Background: an optimization exercise with open tools, aiming at small area, a short achievable clock period and few clock cycles. Do not read the settings as production practice. Where RTL was checked, it was by simulation tests only, not by an equivalence proof against the original. Power is estimated from default activity; no workload was simulated.

==> flow/design.v <==
module poly2mono #(
  parameter MAX_VOICE = 16
)(
  input  logic       clk,
  input  logic       reset_n,
  output logic       ready,
  input  logic       valid_in,
  input  logic       note_on_in,
  input  logic [6:0] note_num_in,
  input  logic [6:0] velocity_in,
  output logic       note_on_out,
  output logic [6:0] note_num_out,
  output logic [6:0] velocity_out
);
  localparam N = 16;
  logic       p_on, p_off;
  logic [6:0] p_note, p_vel;
  logic [6:0] e_note [0:N-1];
  logic [6:0] e_vel  [0:N-1];
  logic [4:0] cnt;
  logic [N-1:0] m;
  logic c_0, c_1, c_2, c_15, c_16;
  assign ready = 1'b1;
  logic [N-1:0] valid, pre, dn, ld, hold_n, hold_v;
  logic hit, full, push, rm;
  logic [6:0] nx_note [0:N-1];
  logic [6:0] nx_vel  [0:N-1];
  logic [4:0] cnt_nx;
  always_comb begin
    for (int i = 0; i < N; i++) begin
      valid[i] = cnt > i;
    end
    pre[0] = m[0];
    for (int i = 1; i < N; i++)
      pre[i] = pre[i-1] | m[i];
  end
  assign hit  = |m;
  assign full = c_16;
  assign push = p_on & ~hit & ~full;
  assign rm   = p_off & hit;
  always_comb begin
    for (int i = 0; i < N; i++) begin
      dn[i]     = (i < N-1) & p_off & pre[i];
      ld[i]     = p_on & m[i];
      hold_n[i] = ~push & ~dn[i];
      hold_v[i] = ~push & ~dn[i] & ~ld[i];
    end
    nx_note[0] = ({7{push}} & p_note) | ({7{dn[0]}} & e_note[1]) | ({7{hold_n[0]}} & e_note[0]);
    nx_vel[0]  = ({7{push | ld[0]}} & p_vel) | ({7{dn[0]}} & e_vel[1]) | ({7{hold_v[0]}} & e_vel[0]);
    for (int i = 1; i < N-1; i++) begin
      nx_note[i] = ({7{push}} & e_note[i-1]) | ({7{dn[i]}} & e_note[i+1]) | ({7{hold_n[i]}} & e_note[i]);
      nx_vel[i]  = ({7{push}} & e_vel[i-1]) | ({7{dn[i]}} & e_vel[i+1]) | ({7{ld[i]}} & p_vel)
                 | ({7{hold_v[i]}} & e_vel[i]);
    end
    nx_note[N-1] = ({7{push}} & e_note[N-2]) | ({7{hold_n[N-1]}} & e_note[N-1]);
    nx_vel[N-1]  = ({7{push}} & e_vel[N-2]) | ({7{ld[N-1]}} & p_vel) | ({7{hold_v[N-1]}} & e_vel[N-1]);
  end
  always_ff @(posedge clk) begin
    for (int i = 0; i < N; i++) begin
      e_note[i] <= nx_note[i];
      e_vel[i]  <= nx_vel[i];
    end
  end
  assign cnt_nx = push ? cnt + 5'd1 : rm ? cnt - 5'd1 : cnt;
  always_ff @(posedge clk) begin
    if (~reset_n) begin
      cnt  <= 5'd0;
      c_0  <= 1'b1;
      c_1  <= 1'b0;
      c_2  <= 1'b0;
      c_15 <= 1'b0;
      c_16 <= 1'b0;
    end else begin
      cnt  <= cnt_nx;
      c_0  <= cnt_nx == 5'd0;
      c_1  <= cnt_nx == 5'd1;
      c_2  <= cnt_nx == 5'd2;
      c_15 <= cnt_nx == 5'd15;
      c_16 <= cnt_nx == 5'd16;
    end
  end
  logic in_is_on, in_on, in_off;
  assign in_is_on = note_on_in & (|velocity_in);
  assign in_on    = reset_n & valid_in & in_is_on;
  assign in_off   = reset_n & valid_in & ~in_is_on;
  always_ff @(posedge clk) begin
    p_on   <= in_on;
    p_off  <= in_off;
    p_note <= note_num_in;
    p_vel  <= velocity_in;
  end
  logic [N:0] v;    
  logic [N-1:0] m_nx;
  logic top_hit, one_nx;
  always_comb begin
    v[0] = note_num_in == p_note;
    for (int j = 0; j < N; j++)
      v[j+1] = valid[j] & (note_num_in == e_note[j]);
    for (int i = 0; i < N; i++)
      m_nx[i] = push ? v[i] : (p_off & pre[i]) ? ((i < N-1) ? v[i+2] : 1'b0) : v[i+1];
  end
  assign top_hit = m_nx[0];
  always_ff @(posedge clk)
    m <= m_nx;
  logic full_nx;
  assign one_nx  = push ? c_0 : rm ? c_2 : c_1;
  assign full_nx = push ? c_15 : ~rm & c_16;
  always_ff @(posedge clk) begin
    if (~reset_n) begin
      note_on_out  <= 1'b0;
      note_num_out <= 7'd0;
      velocity_out <= 7'd0;
    end else if (in_on) begin
      note_on_out <= 1'b1;
      if (~full_nx) begin
        note_num_out <= note_num_in;
        velocity_out <= velocity_in;
      end
    end else if (in_off & top_hit) begin
      note_on_out  <= ~one_nx;
      note_num_out <= one_nx ? nx_note[0] : nx_note[1];
      velocity_out <= one_nx ? nx_vel[0]  : nx_vel[1];
    end
  end
endmodule
export LEC_CHECK = 0
export CAP_MARGIN = 20
export CORE_MARGIN = 2
export CORE_UTILIZATION = 40
export SETUP_SLACK_MARGIN = 3.5
export SLEW_MARGIN = 20
export TNS_END_PERCENT = 5
create_clock -name core_clock -period 6.0 [get_ports {clk}]
run.sh (not shown) runs the stock make flow with config.mk's settings and CLKGATE_MAP_FILE= SYNTH_SCRIPT=/design/flow/synth_recipe.tcl, a recipe that flattens the netlist after the stock synthesis.
Edit:
==> flow/design.v (replaced) <==
module poly2mono #(
  parameter MAX_VOICE = 16
)(
  input  logic       clk,
  input  logic       reset_n,
  output logic       ready,
  input  logic       valid_in,
  input  logic       note_on_in,
  input  logic [6:0] note_num_in,
  input  logic [6:0] velocity_in,
  output logic       note_on_out,
  output logic [6:0] note_num_out,
  output logic [6:0] velocity_out
);
  localparam N = 16;
  logic       p_on, p_off;
  logic [6:0] p_note, p_vel;
  logic [6:0] e_note [0:N-1];
  logic [6:0] e_vel  [0:N-1];
  logic [4:0] cnt;
  assign ready = 1'b1;
  logic [N-1:0] valid, match, pre, dn, ld, hold_n, hold_v;
  logic hit, full, push, rm;
  logic [6:0] nx_note [0:N-1];
  logic [6:0] nx_vel  [0:N-1];
  logic [4:0] cnt_nx;
  always_comb begin
    for (int i = 0; i < N; i++) begin
      valid[i] = cnt > i;
      match[i] = valid[i] & (e_note[i] == p_note);
    end
    pre[0] = match[0];
    for (int i = 1; i < N; i++)
      pre[i] = pre[i-1] | match[i];
  end
  assign hit  = |match;
  assign full = cnt[4];
  assign push = p_on & ~hit & ~full;
  assign rm   = p_off & hit;
  always_comb begin
    for (int i = 0; i < N; i++) begin
      dn[i]     = (i < N-1) & p_off & pre[i];
      ld[i]     = p_on & match[i];
      hold_n[i] = ~push & ~dn[i];
      hold_v[i] = ~push & ~dn[i] & ~ld[i];
    end
    nx_note[0] = ({7{push}} & p_note) | ({7{dn[0]}} & e_note[1]) | ({7{hold_n[0]}} & e_note[0]);
    nx_vel[0]  = ({7{push | ld[0]}} & p_vel) | ({7{dn[0]}} & e_vel[1]) | ({7{hold_v[0]}} & e_vel[0]);
    for (int i = 1; i < N-1; i++) begin
      nx_note[i] = ({7{push}} & e_note[i-1]) | ({7{dn[i]}} & e_note[i+1]) | ({7{hold_n[i]}} & e_note[i]);
      nx_vel[i]  = ({7{push}} & e_vel[i-1]) | ({7{dn[i]}} & e_vel[i+1]) | ({7{ld[i]}} & p_vel)
                 | ({7{hold_v[i]}} & e_vel[i]);
    end
    nx_note[N-1] = ({7{push}} & e_note[N-2]) | ({7{hold_n[N-1]}} & e_note[N-1]);
    nx_vel[N-1]  = ({7{push}} & e_vel[N-2]) | ({7{ld[N-1]}} & p_vel) | ({7{hold_v[N-1]}} & e_vel[N-1]);
  end
  always_ff @(posedge clk) begin
    for (int i = 0; i < N; i++) begin
      e_note[i] <= nx_note[i];
      e_vel[i]  <= nx_vel[i];
    end
  end
  assign cnt_nx = push ? cnt + 5'd1 : rm ? cnt - 5'd1 : cnt;
  always_ff @(posedge clk) begin
    if (~reset_n)
      cnt <= 5'd0;
    else
      cnt <= cnt_nx;
  end
  logic in_is_on, in_on, in_off;
  assign in_is_on = note_on_in & (|velocity_in);
  assign in_on    = reset_n & valid_in & in_is_on;
  assign in_off   = reset_n & valid_in & ~in_is_on;
  always_ff @(posedge clk) begin
    p_on   <= in_on;
    p_off  <= in_off;
    p_note <= note_num_in;
    p_vel  <= velocity_in;
  end
  logic eq_p, eq_0, eq_1, top_hit, one_nx;
  assign eq_p = note_num_in == p_note;
  assign eq_0 = note_num_in == e_note[0];
  assign eq_1 = note_num_in == e_note[1];
  assign top_hit = push  ? eq_p
                 : dn[0] ? (valid[1] & eq_1)
                 :         (valid[0] & eq_0);
  assign one_nx = cnt_nx == 5'd1;
  always_ff @(posedge clk) begin
    if (~reset_n) begin
      note_on_out  <= 1'b0;
      note_num_out <= 7'd0;
      velocity_out <= 7'd0;
    end else if (in_on) begin
      note_on_out <= 1'b1;
      if (~cnt_nx[4]) begin
        note_num_out <= note_num_in;
        velocity_out <= velocity_in;
      end
    end else if (in_off & top_hit) begin
      note_on_out  <= ~one_nx;
      note_num_out <= one_nx ? nx_note[0] : nx_note[1];
      velocity_out <= one_nx ? nx_vel[0]  : nx_vel[1];
    end
  end
endmodule
Outcome:
- cell count came out lower by 2.3%
- worst setup slack degrades by 0.90 ns
- non-clock buffer count came out higher by 26
- area after synthesis came out lower by 6.2%
- cell area came out lower by 0.77%
- global-route usage came out higher by 1.8 points
- routed wire length came out higher by 4.4%
- clock power barely changes
- worst hold slack stays flat
- via count came out higher by 0.89%
- clock-buffer cell count came out higher by 2
No functional check of the RTL was part of any run of this note.

Another version of the RTL of poly2mono (not shown whole).
Size: about 290 flip-flops, ~34 I/O pins, ~13000 um2 of cells after synthesis.
==> module poly2mono, before the edit <==
module poly2mono #(
  parameter MAX_VOICE = 16
)(
  input  logic       clk,
  input  logic       reset_n,
  output logic       ready,
  input  logic       valid_in,
  input  logic       note_on_in,
  input  logic [6:0] note_num_in,
  input  logic [6:0] velocity_in,
  output logic       note_on_out,
  output logic [6:0] note_num_out,
  output logic [6:0] velocity_out
);
  localparam N = 16;
  logic       p_on, p_off;
  logic [6:0] p_note, p_vel;
  logic [6:0] e_note [0:N-1];
  logic [6:0] e_vel  [0:N-1];
  logic [N-1:0] valid;    
  logic [N-1:0] m;
  logic hit_r;
  logic c_0, c_1, c_2, c_15, c_16;
  assign c_0  = ~valid[0];
  assign c_1  = valid[0] & ~valid[1];
  assign c_2  = valid[1] & ~valid[2];
  assign c_15 = valid[N-2] & ~valid[N-1];
  assign c_16 = valid[N-1];
  assign ready = 1'b1;
  logic [N-1:0] pre, dn, ld, hold_n, hold_v;
  logic hit, full, push, rm;
  logic [6:0] nx_note [0:N-1];
  logic [6:0] nx_vel  [0:N-1];
  logic [N-1:0] valid_nx;
  logic [N-1:0] pa, pb, pc;
  for (genvar i = 0; i < N; i++) begin : g_pre
    if (i >= 1) begin : g_a
      p2m_nor2  u_a (.a(m[i]), .b(m[i-1]), .y(pa[i]));
    end else begin : g_a0
      p2m_inv   u_a (.a(m[i]), .y(pa[i]));
    end
    if (i >= 2) begin : g_b
      p2m_nand2 u_b (.a(pa[i]), .b(pa[i-2]), .y(pb[i]));
    end else begin : g_b0
      p2m_inv   u_b (.a(pa[i]), .y(pb[i]));
    end
    if (i >= 4) begin : g_c
      p2m_nor2  u_c (.a(pb[i]), .b(pb[i-4]), .y(pc[i]));
    end else begin : g_c0
      p2m_inv   u_c (.a(pb[i]), .y(pc[i]));
    end
    if (i >= 8) begin : g_d
      p2m_nand2 u_d (.a(pc[i]), .b(pc[i-8]), .y(pre[i]));
    end else begin : g_d0
      p2m_inv   u_d (.a(pc[i]), .y(pre[i]));
    end
  end
  assign hit  = hit_r;
  assign full = c_16;
  assign push = p_on & ~hit & ~full;
  assign rm   = p_off & hit;
  always_comb begin
    for (int i = 0; i < N; i++) begin
      dn[i]     = (i < N-1) & p_off & pre[i];
      ld[i]     = p_on & m[i];
      hold_n[i] = ~push & ~dn[i];
      hold_v[i] = ~push & ~dn[i] & ~ld[i];
    end
  end
  for (genvar i = 0; i < N; i++) begin : g_e
    for (genvar b = 0; b < 7; b++) begin : g_b
      logic n_l, v_l, n_x, v_x, v_h;
      if (i == 0) begin : g_top
        assign n_l = p_note[b];
        assign v_l = p_vel[b];
      end else begin : g_mid
        assign n_l = e_note[i-1][b];
        assign v_l = e_vel[i-1][b];
      end
      if (i < N-1) begin : g_dn
        p2m_aoi222 u_n (.a1(push), .a2(n_l), .b1(dn[i]), .b2(e_note[i+1][b]),
                        .c1(hold_n[i]), .c2(e_note[i][b]), .y(n_x));
        p2m_aoi222 u_v (.a1(push), .a2(v_l), .b1(dn[i]), .b2(e_vel[i+1][b]),
                        .c1(ld[i]), .c2(p_vel[b]), .y(v_x));
      end else begin : g_last
        p2m_aoi22 u_n (.a1(push), .a2(n_l), .b1(hold_n[i]), .b2(e_note[i][b]), .y(n_x));
        p2m_aoi22 u_v (.a1(push), .a2(v_l), .b1(ld[i]), .b2(p_vel[b]), .y(v_x));
      end
      p2m_inv   u_ni (.a(n_x), .y(nx_note[i][b]));
      p2m_nand2 u_vh (.a(hold_v[i]), .b(e_vel[i][b]), .y(v_h));
      p2m_nand2 u_vo (.a(v_x), .b(v_h), .y(nx_vel[i][b]));
    end
  end
  always_ff @(posedge clk) begin
    for (int i = 0; i < N; i++) begin
      e_note[i] <= nx_note[i];
      e_vel[i]  <= nx_vel[i];
    end
  end
  always_comb
    for (int i = 0; i < N; i++)
      valid_nx[i] = push ? ((i == 0) | valid[(i == 0) ? 0 : i-1])
                  : rm   ? ((i < N-1) & valid[(i < N-1) ? i+1 : i])
                  :        valid[i];
  always_ff @(posedge clk) begin
    if (~reset_n)
      valid <= '0;
    else
      valid <= valid_nx;
  end
  logic in_is_on, in_on, in_off;
  assign in_is_on = note_on_in & (|velocity_in);
  assign in_on    = reset_n & valid_in & in_is_on;
  assign in_off   = reset_n & valid_in & ~in_is_on;
  always_ff @(posedge clk) begin
    p_on   <= in_on;
    p_off  <= in_off;
    p_note <= note_num_in;
    p_vel  <= velocity_in;
  end
  logic [N:0] v;    
  logic [N-1:0] m_nx;
  logic top_hit, one_nx;
  always_comb begin
    v[0] = note_num_in == p_note;
    for (int j = 0; j < N; j++)
      v[j+1] = valid[j] & (note_num_in == e_note[j]);
    for (int i = 0; i < N; i++)
      m_nx[i] = push ? v[i] : (p_off & pre[i]) ? ((i < N-1) ? v[i+2] : 1'b0) : v[i+1];
  end
  assign top_hit = m_nx[0];
  logic hit_nx;
  assign hit_nx = ((|v[N:1]) & ~(rm & v[0])) | (push & v[0]);
  always_ff @(posedge clk) begin
    m     <= m_nx;
    hit_r <= hit_nx;
  end
  logic full_nx;
  assign one_nx  = push ? c_0 : rm ? c_2 : c_1;
  assign full_nx = push ? c_15 : ~rm & c_16;
  always_ff @(posedge clk) begin
    if (~reset_n) begin
      note_on_out  <= 1'b0;
      note_num_out <= 7'd0;
      velocity_out <= 7'd0;
    end else if (in_on) begin
      note_on_out <= 1'b1;
      if (~full_nx) begin
        note_num_out <= note_num_in;
        velocity_out <= velocity_in;
      end
    end else if (in_off & top_hit) begin
      note_on_out  <= ~one_nx;
      note_num_out <= one_nx ? nx_note[0] : nx_note[1];
      velocity_out <= one_nx ? nx_vel[0]  : nx_vel[1];
    end
  end
endmodule
==> module p2m_nor2, before the edit <==
module p2m_nor2 (
  input  logic a, b,
  output logic y
);
  assign y = ~(a | b);
endmodule
export LEC_CHECK = 0
export CAP_MARGIN = 20
export CORE_MARGIN = 2
export CORE_UTILIZATION = 70
export CTS_CLUSTER_DIAMETER = 100
export CTS_CLUSTER_SIZE = 30
export SETUP_SLACK_MARGIN = 3.8
export SLEW_MARGIN = 20
export SYNTH_HIERARCHICAL = 1
export SYNTH_MINIMUM_KEEP_SIZE = 0
export TNS_END_PERCENT = 5
create_clock -name core_clock -period 6.0 [get_ports {clk}]
==> next run, changes <==
--- a/flow/design.v
+++ b/flow/design.v
@@ -31,30 +31,12 @@
   logic hit, full, push, rm;
   logic [6:0] nx_note [0:N-1];
   logic [6:0] nx_vel  [0:N-1];
   logic [N-1:0] valid_nx;
-  logic [N-1:0] pa, pb, pc;
-  for (genvar i = 0; i < N; i++) begin : g_pre
-    if (i >= 1) begin : g_a
-      p2m_nor2  u_a (.a(m[i]), .b(m[i-1]), .y(pa[i]));
-    end else begin : g_a0
-      p2m_inv   u_a (.a(m[i]), .y(pa[i]));
-    end
-    if (i >= 2) begin : g_b
-      p2m_nand2 u_b (.a(pa[i]), .b(pa[i-2]), .y(pb[i]));
-    end else begin : g_b0
-      p2m_inv   u_b (.a(pa[i]), .y(pb[i]));
-    end
-    if (i >= 4) begin : g_c
-      p2m_nor2  u_c (.a(pb[i]), .b(pb[i-4]), .y(pc[i]));
-    end else begin : g_c0
-      p2m_inv   u_c (.a(pb[i]), .y(pc[i]));
-    end
-    if (i >= 8) begin : g_d
-      p2m_nand2 u_d (.a(pc[i]), .b(pc[i-8]), .y(pre[i]));
-    end else begin : g_d0
-      p2m_inv   u_d (.a(pc[i]), .y(pre[i]));
-    end
+  always_comb begin
+    pre[0] = m[0];
+    for (int i = 1; i < N; i++)
+      pre[i] = pre[i-1] | m[i];
   end
   assign hit  = hit_r;
   assign full = c_16;
   assign push = p_on & ~hit & ~full;
@@ -179,10 +161,4 @@
   output logic y
 );
   assign y = ~a;
 endmodule
-module p2m_nor2 (
-  input  logic a, b,
-  output logic y
-);
-  assign y = ~(a | b);
-endmodule
=> The changed run passed the timing, DRC and antenna checks; global-route usage drops by 3.3 points; non-clock buffer count came out lower by 17; final area came out lower by about 2.6%; wire length is lower by 12%; die area falls by 1.6%; count of clock-buffer cells in the layout is unchanged; sequential power decreases by about 2%; synthesized area came out lower by about 1.7%; setup slack improves by 0.13 ns; clock skew came out higher by 0.010 ns; total power drops by 3.0%; first-iteration DRC count shrinks by 25%.
Testbench counts after the change, summed over its fixed seeds: cycles 24,000.
The RTL of the first run of this note was laid out without a check of its function.

## static timing again, ports no longer ideal
The results above use ideal ports. As a check the final layouts listed here were re-extracted and re-timed, cells and wires unchanged. Step 1: set_driving_cell puts a clkbuf_16 on clk and a buf_2 on each other input, an assumption about the parent block. Step 2 also shifts input and output timing later by t, the mid clock arrival at the registers, as if the neighbouring blocks saw the same clock. Three values: ideal ports, drivers, drivers and shift; two values: the first two.
run | shift t [ns] | setup WS [ns] | worst hold slack (ns) | latest minus earliest clock arrival (ns) | worst slew at a driven data input, ns
the first run of note 1 | 0.589 | 3.296 / 3.271 / 2.771 | 0.442 / 0.442 / 0.442 | 0.018 / 0.018 | 0.04
the second run of note 1 | 0.597 | 2.394 / 2.394 / 1.919 | 0.442 / 0.442 / 0.442 | 0.014 / 0.014 | 0.03
the first run of note 2 | 0.531 | 3.232 / 3.230 / 2.699 | 0.442 / 0.442 / 0.442 | 0.016 / 0.016 | 0.06
the second run of note 2 | 0.530 | 3.363 / 3.316 / 2.875 | 0.443 / 0.443 / 0.443 | 0.028 / 0.027 | 0.04
After both steps every run listed still meets setup and hold. For the first run of note 2, which loses most, drivers alone change the setup slack by -0.002 ns; drivers and shift together by -0.533 ns.
